Source: an optimization exercise on an open RTL-to-GDS flow (aim: a short achievable clock period and few clock cycles). Production flows keep margins and buffers that such runs may drop.
Where RTL was checked, it was by simulation tests only, not by an equivalence proof against the original.
Power figures rest on the tool's default switching activity, not on a simulated workload.

## cpu
module cpu (
    input  logic       CLOCK
  , input  logic       RESET
  , input  logic [7:0] read_bus
  , output logic [3:0] ctrl_bus
  , output logic [7:0] addr_bus
  , output logic [7:0] write_bus
  , output logic [7:0] OUT
);
clock: 4.0 ns
lec_check: 0
cap_margin: 20
core_margin: 2
core_utilization: 40
setup_slack_margin: 2.0
slew_margin: 20
run.sh (not shown) runs the stock make flow with config.mk's settings and CLKGATE_MAP_FILE= SYNTH_SCRIPT=/design/flow/synth_recipe.tcl, a recipe that flattens the netlist after the stock synthesis.
Testbench counts at the start, summed over its fixed seeds: cycles 22,767.
Rerun with:
--- a/flow/design.v
+++ b/flow/design.v
@@ -148,18 +148,18 @@
   endfunction
   logic [U_W_-1:0] rb_u;
   assign rb_u = pdec(read_bus);
   logic [7:0]      vq0, vq1, vq2, va0, va1;
   logic [U_W_-1:0] vu0;
   always_comb begin
-    vq0 = {8{s0r}} & read_bus;
+    vq0 = 8'd0;
     vq1 = {8{s1r}} & read_bus;
     vq2 = {8{s2r}} & read_bus;
-    va0 = {8{s0r}} & ra;
+    va0 = 8'd0;
     va1 = {8{s1r}} & ra;
-    vu0 = {U_W_{s0r}} & rb_u;
+    vu0 = '0;
     for (int k = 0; k < 4; k++) begin
       vq0 = vq0 | ({8{s0[k]}} & b_d[k]);
       vq1 = vq1 | ({8{s1[k]}} & b_d[k]);
       vq2 = vq2 | ({8{s2[k]}} & b_d[k]);
       va0 = va0 | ({8{s0[k]}} & b_a[k]);
       va1 = va1 | ({8{s1[k]}} & b_a[k]);
@@ -188,14 +188,14 @@
       default: b = z | (s ^ v);
     endcase
     cond = (cc[3:1] == 3'd5) | (b ^ cc[0]);
   endfunction
   logic bytes_ok;
   always_comb begin
-    if (ph) bytes_ok = vu0[U_NB2] ? av2 : av1;
-    else    bytes_ok = vu0[U_NB2] ? av3 : vu0[U_NB1] ? av2 : av1;
+    if (ph) bytes_ok = qt[0] & (vu0[U_NB2] ? av2 : av1);
+    else    bytes_ok = qt[0] & (vu0[U_NB2] ? av3 : vu0[U_NB1] ? av2 : av1);
   end
   logic [3:0] cons_h;
   logic n0, n1, n2;                 
   assign n0 = ~vu0[U_NB1];
   assign n1 = vu0[U_NB1] & ~vu0[U_NB2];
   assign n2 = vu0[U_NB2];
@@ -276,15 +276,25 @@
   assign xjt = xv & xs == X_EX & p_jcc & p_off & cond(p_cc, fc, fz, fs, fo);
   assign xwh = x_done & p_w & x_whit;
   assign xfl = xjt | xwh;
   logic x_free, dload, redir;
   assign x_free = ~xv | x_done;
   assign dload  = bytes_ok & x_free & ~xfl;
-  assign redir  = xfl;
+  assign redir  = (xjt & ~jskip) | xwh;
+  logic out2, out3, out4, jskip;
+  assign out2 = qt[1] | (qt[0] & (rv | pv)) | (rv & pv);
+  assign out3 = qt[2] | (qt[1] & (rv | pv)) | (qt[0] & rv & pv);
+  assign out4 = qt[3] | (qt[2] & (rv | pv)) | (qt[1] & rv & pv);
+  assign jskip = (p_sb[7:2] == 6'd0)
+               & ((p_sb[1:0] == 2'd1 & out2) | (p_sb[1:0] == 2'd2 & out3) | (p_sb[1:0] == 2'd3 & out4));
   logic [3:0] ch;                   
-  assign ch = dload ? cons_h : 4'b0001;
+  always_comb begin
+    if (dload) ch = cons_h;
+    else if (xjt & jskip) ch = {p_sb[1:0] == 2'd3, p_sb[1:0] == 2'd2, p_sb[1:0] == 2'd1, 1'b0};
+    else ch = 4'b0001;
+  end
   logic [7:0] rd_a;
   assign rd_a = xjt ? x_tgt : hd;
   logic room;
   always_comb begin
     case ({pv, rv})
       2'b00: room = ~qt[3];
=> Sequential share of layout area increases by 1.0 points. Worst setup slack loses 14 ps. Final area fell by a few percent. Power went down by a quarter to a third. Count of clock-buffer cells in the layout goes down by 5. Sequential power fell by about a fifth. Register-to-register slack got worse by 20 ps. Worst hold slack gains 3.6 ps. Fmax went down slightly. Synthesized cell count decreases by a few percent. Final cell count went down by a few percent. Die area decreases by a few percent.
For the second run of this note, only the layout was checked, not whether the RTL still works.


cpu, a different RTL version from the one above (not shown whole).
For scale: roughly 2400 cells after synthesis, ~360 flip-flops, about 38 I/O pins, about 19000 um^2 of cells after synthesis.
clock: 4.0 ns
lec_check: 0
cap_margin: 20
core_margin: 2
core_utilization: 40
setup_slack_margin: 2.0
slew_margin: 20
Next try:
--- a/flow/design.v
+++ b/flow/design.v
@@ -120,31 +120,28 @@
     b[4] = ~|x[3:0];
     b[5] = ~|x[4:0];
     b[6] = ~|x[5:0];
     b[7] = ~|x[6:0];
     dec8 = x ^ b;
   endfunction
   function automatic logic [8:0] add8(input logic [7:0] x, input logic [7:0] y, input logic ci);
-    logic [7:0] g, p, t;
+    logic [8:0] g, p;
+    logic [7:0] t;
     logic [8:0] c;
-    g = x & y; p = x | y; t = x ^ y;
-    c[0] = ci;
-    c[1] = g[0] | p[0] & ci;
-    c[2] = g[1] | p[1] & g[0] | p[1] & p[0] & ci;
-    c[3] = g[2] | p[2] & g[1] | p[2] & p[1] & g[0] | p[2] & p[1] & p[0] & ci;
-    c[4] = g[3] | p[3] & g[2] | p[3] & p[2] & g[1] | p[3] & p[2] & p[1] & g[0]
-         | p[3] & p[2] & p[1] & p[0] & ci;
-    for (int i = 5; i <= 8; i++) begin
-      logic gg, pp;
-      gg = g[i-1]; pp = p[i-1];
-      for (int j = i - 2; j >= 4; j--) begin
-        gg = gg | pp & g[j];
-        pp = pp & p[j];
+    g = {x & y, ci}; p = {x | y, 1'b0}; t = x ^ y;
+    for (int i = 0; i <= 8; i++) begin
+      logic acc;
+      acc = 1'b0;
+      for (int j = 0; j <= i; j++) begin
+        logic term;
+        term = g[j];
+        for (int k = j + 1; k <= i; k++) term = term & p[k];
+        acc = acc | term;
       end
-      c[i] = gg | pp & c[4];
+      c[i] = acc;
     end
     add8 = {c[8], t ^ c[7:0]};
   endfunction
   function automatic logic [3:0] rot(input logic [3:0] x, input int n);
     logic [7:0] d;
     d = {x, x} << n;
     rot = d[7:4];
@@ -386,21 +383,21 @@
         pv     <= 1'b1;
         fp     <= fa;
         fpx    <= 1'b0;
       end else begin
         wr_q   <= 1'b0;
         pv     <= 1'b0;
       end
-      a    <= pick(a_sel, sum_e, sum_m, last, ey, read_bus) | ({8{a_hold}} & a);
-      sp   <= pick(sp_sel, sum_e, sum_m, last, ey, read_bus) | ({8{sp_hold}} & sp)
-            | ({8{sp_dsel}} & sp_dec) | ({8{sp_isel}} & sp_inc);
-      last <= pick(l_sel, sum_e, sum_m, last, ey, read_bus) | ({8{l_hold}} & last);
-      wd_q <= pick(w_sel, sum_e, sum_m, last, ey, read_bus) | ({8{w_hold}} & wd_q);
-      if (f_e) begin fc <= ec; fz <= ez; fs <= es; fo <= eo; fu <= eu; end
-      if (f_m) begin fc <= mc; fz <= mz; fs <= ms; fo <= mo; fu <= mu; end
+      a    <= pick(a_sel & {5{xv}}, sum_e, sum_m, last, ey, read_bus) | ({8{a_hold | ~xv}} & a);
+      sp   <= pick(sp_sel & {5{xv}}, sum_e, sum_m, last, ey, read_bus) | ({8{sp_hold | ~xv}} & sp)
+            | ({8{sp_dsel & xv}} & sp_dec) | ({8{sp_isel & xv}} & sp_inc);
+      last <= pick(l_sel & {5{xv}}, sum_e, sum_m, last, ey, read_bus) | ({8{l_hold | ~xv}} & last);
+      wd_q <= pick(w_sel & {5{xv}}, sum_e, sum_m, last, ey, read_bus) | ({8{w_hold | ~xv}} & wd_q);
+      if (f_e & xv) begin fc <= ec; fz <= ez; fs <= es; fo <= eo; fu <= eu; end
+      if (f_m & xv) begin fc <= mc; fz <= mz; fs <= ms; fo <= mo; fu <= mu; end
       if (x_free) begin
         x_ex <= dload;
         x_a1 <= 1'b0; x_a2 <= 1'b0; x_a3 <= 1'b0;
         x_done <= dload & ~vu0[U_R1] & ~vu0[U_R2];
         x_free <= ~dload | (~vu0[U_R1] & ~vu0[U_R2]);
       end else begin
         x_ex <= 1'b0;
@@ -417,16 +414,16 @@
       end else if (x_a1 & ~p_r1) begin
         opy <= (({8{p_ya}} & a) | ({8{p_ysp}} & sp) | ({8{p_yimm}} & p_sb)) ^ {8{p_cmp}};
         inv_rb <= 1'b0; m_cin <= p_cmp;
       end
       begin
         logic nx_ex, nx_a3, nx_z, cm, c_add, c_cmp, c_dsta, c_dstsp, c_push, c_pop, c_w;
         logic [4:0] roh;
-        nx_ex = x_free & dload & vu0[U_ALU] & ~vu0[U_R1] & ~vu0[U_R2];
-        nx_z  = x_free & dload & vu0[U_Z];
+        nx_ex = x_free & ~xfl & vu0[U_ALU] & ~vu0[U_R1] & ~vu0[U_R2];
+        nx_z  = x_free & ~xfl & vu0[U_Z];
         nx_a3 = (x_a1 & ~(p_r1 & p_r2)) | x_a2;
         c_add   = nx_ex ? vu0[U_ADD]   : p_add;
         c_cmp   = nx_ex ? vu0[U_CMP]   : p_cmp;
         c_dsta  = nx_ex ? vu0[U_DSTA]  : p_dsta;
         c_dstsp = nx_ex ? vu0[U_DSTSP] : p_dstsp;
         c_push  = nx_ex ? vu0[U_PUSH]  : p_push;
         c_pop   = nx_ex ? vu0[U_POP]   : p_pop;
Outcome:
- The changed run produced a clean layout
- sequential power hardly moves
- critical path depth falls by 2
- fmax came out higher by 7.9%
- wire length went up by 7.5%
- worst hold slack gains 0.0037 ns
- via count rose by 5.2%
Testbench counts after the change, summed over its fixed seeds: cycles 23,184.
For the first run of this note, only the layout was checked, not whether the RTL still works.

-- port drivers added, routing unchanged --
In the flow no input, the clock included, has a driving cell. The finished layouts below were timed again as built, in two steps.
Step 1: set_driving_cell puts a clkbuf_16 on CLOCK and a buf_2 on each other input, an assumption about the parent block.
Step 2 adds t to the input delays and takes it off the output delays; t is the mean of the earliest and latest rising clock arrival at the registers after step 1. Input paths then give back, and output paths get back, about the clock's delay inside the block.
a / b / c = ideal ports / drivers / drivers and shift; a / b = the first two.
run | shift t [ns] | setup WS [ns] | worst hold slack (ns)
the first run of note 1 | 0.633 | 1.109 / 1.117 / 0.487 | 0.450 / 0.450 / 0.450
the second run of note 1 | 0.601 | 1.095 / 1.095 / 0.586 | 0.454 / 0.454 / 0.454
the first run of note 2 | 0.631 | 1.090 / 1.090 / 0.934 | 0.451 / 0.451 / 0.451
the second run of note 2 | 0.635 | 1.304 / 1.304 / 1.075 | 0.454 / 0.454 / 0.454
After both steps every run listed still meets setup and hold. The setup slack of the first run of note 1, which loses most, moves by +0.008 ns with the drivers and by -0.622 ns with both steps.
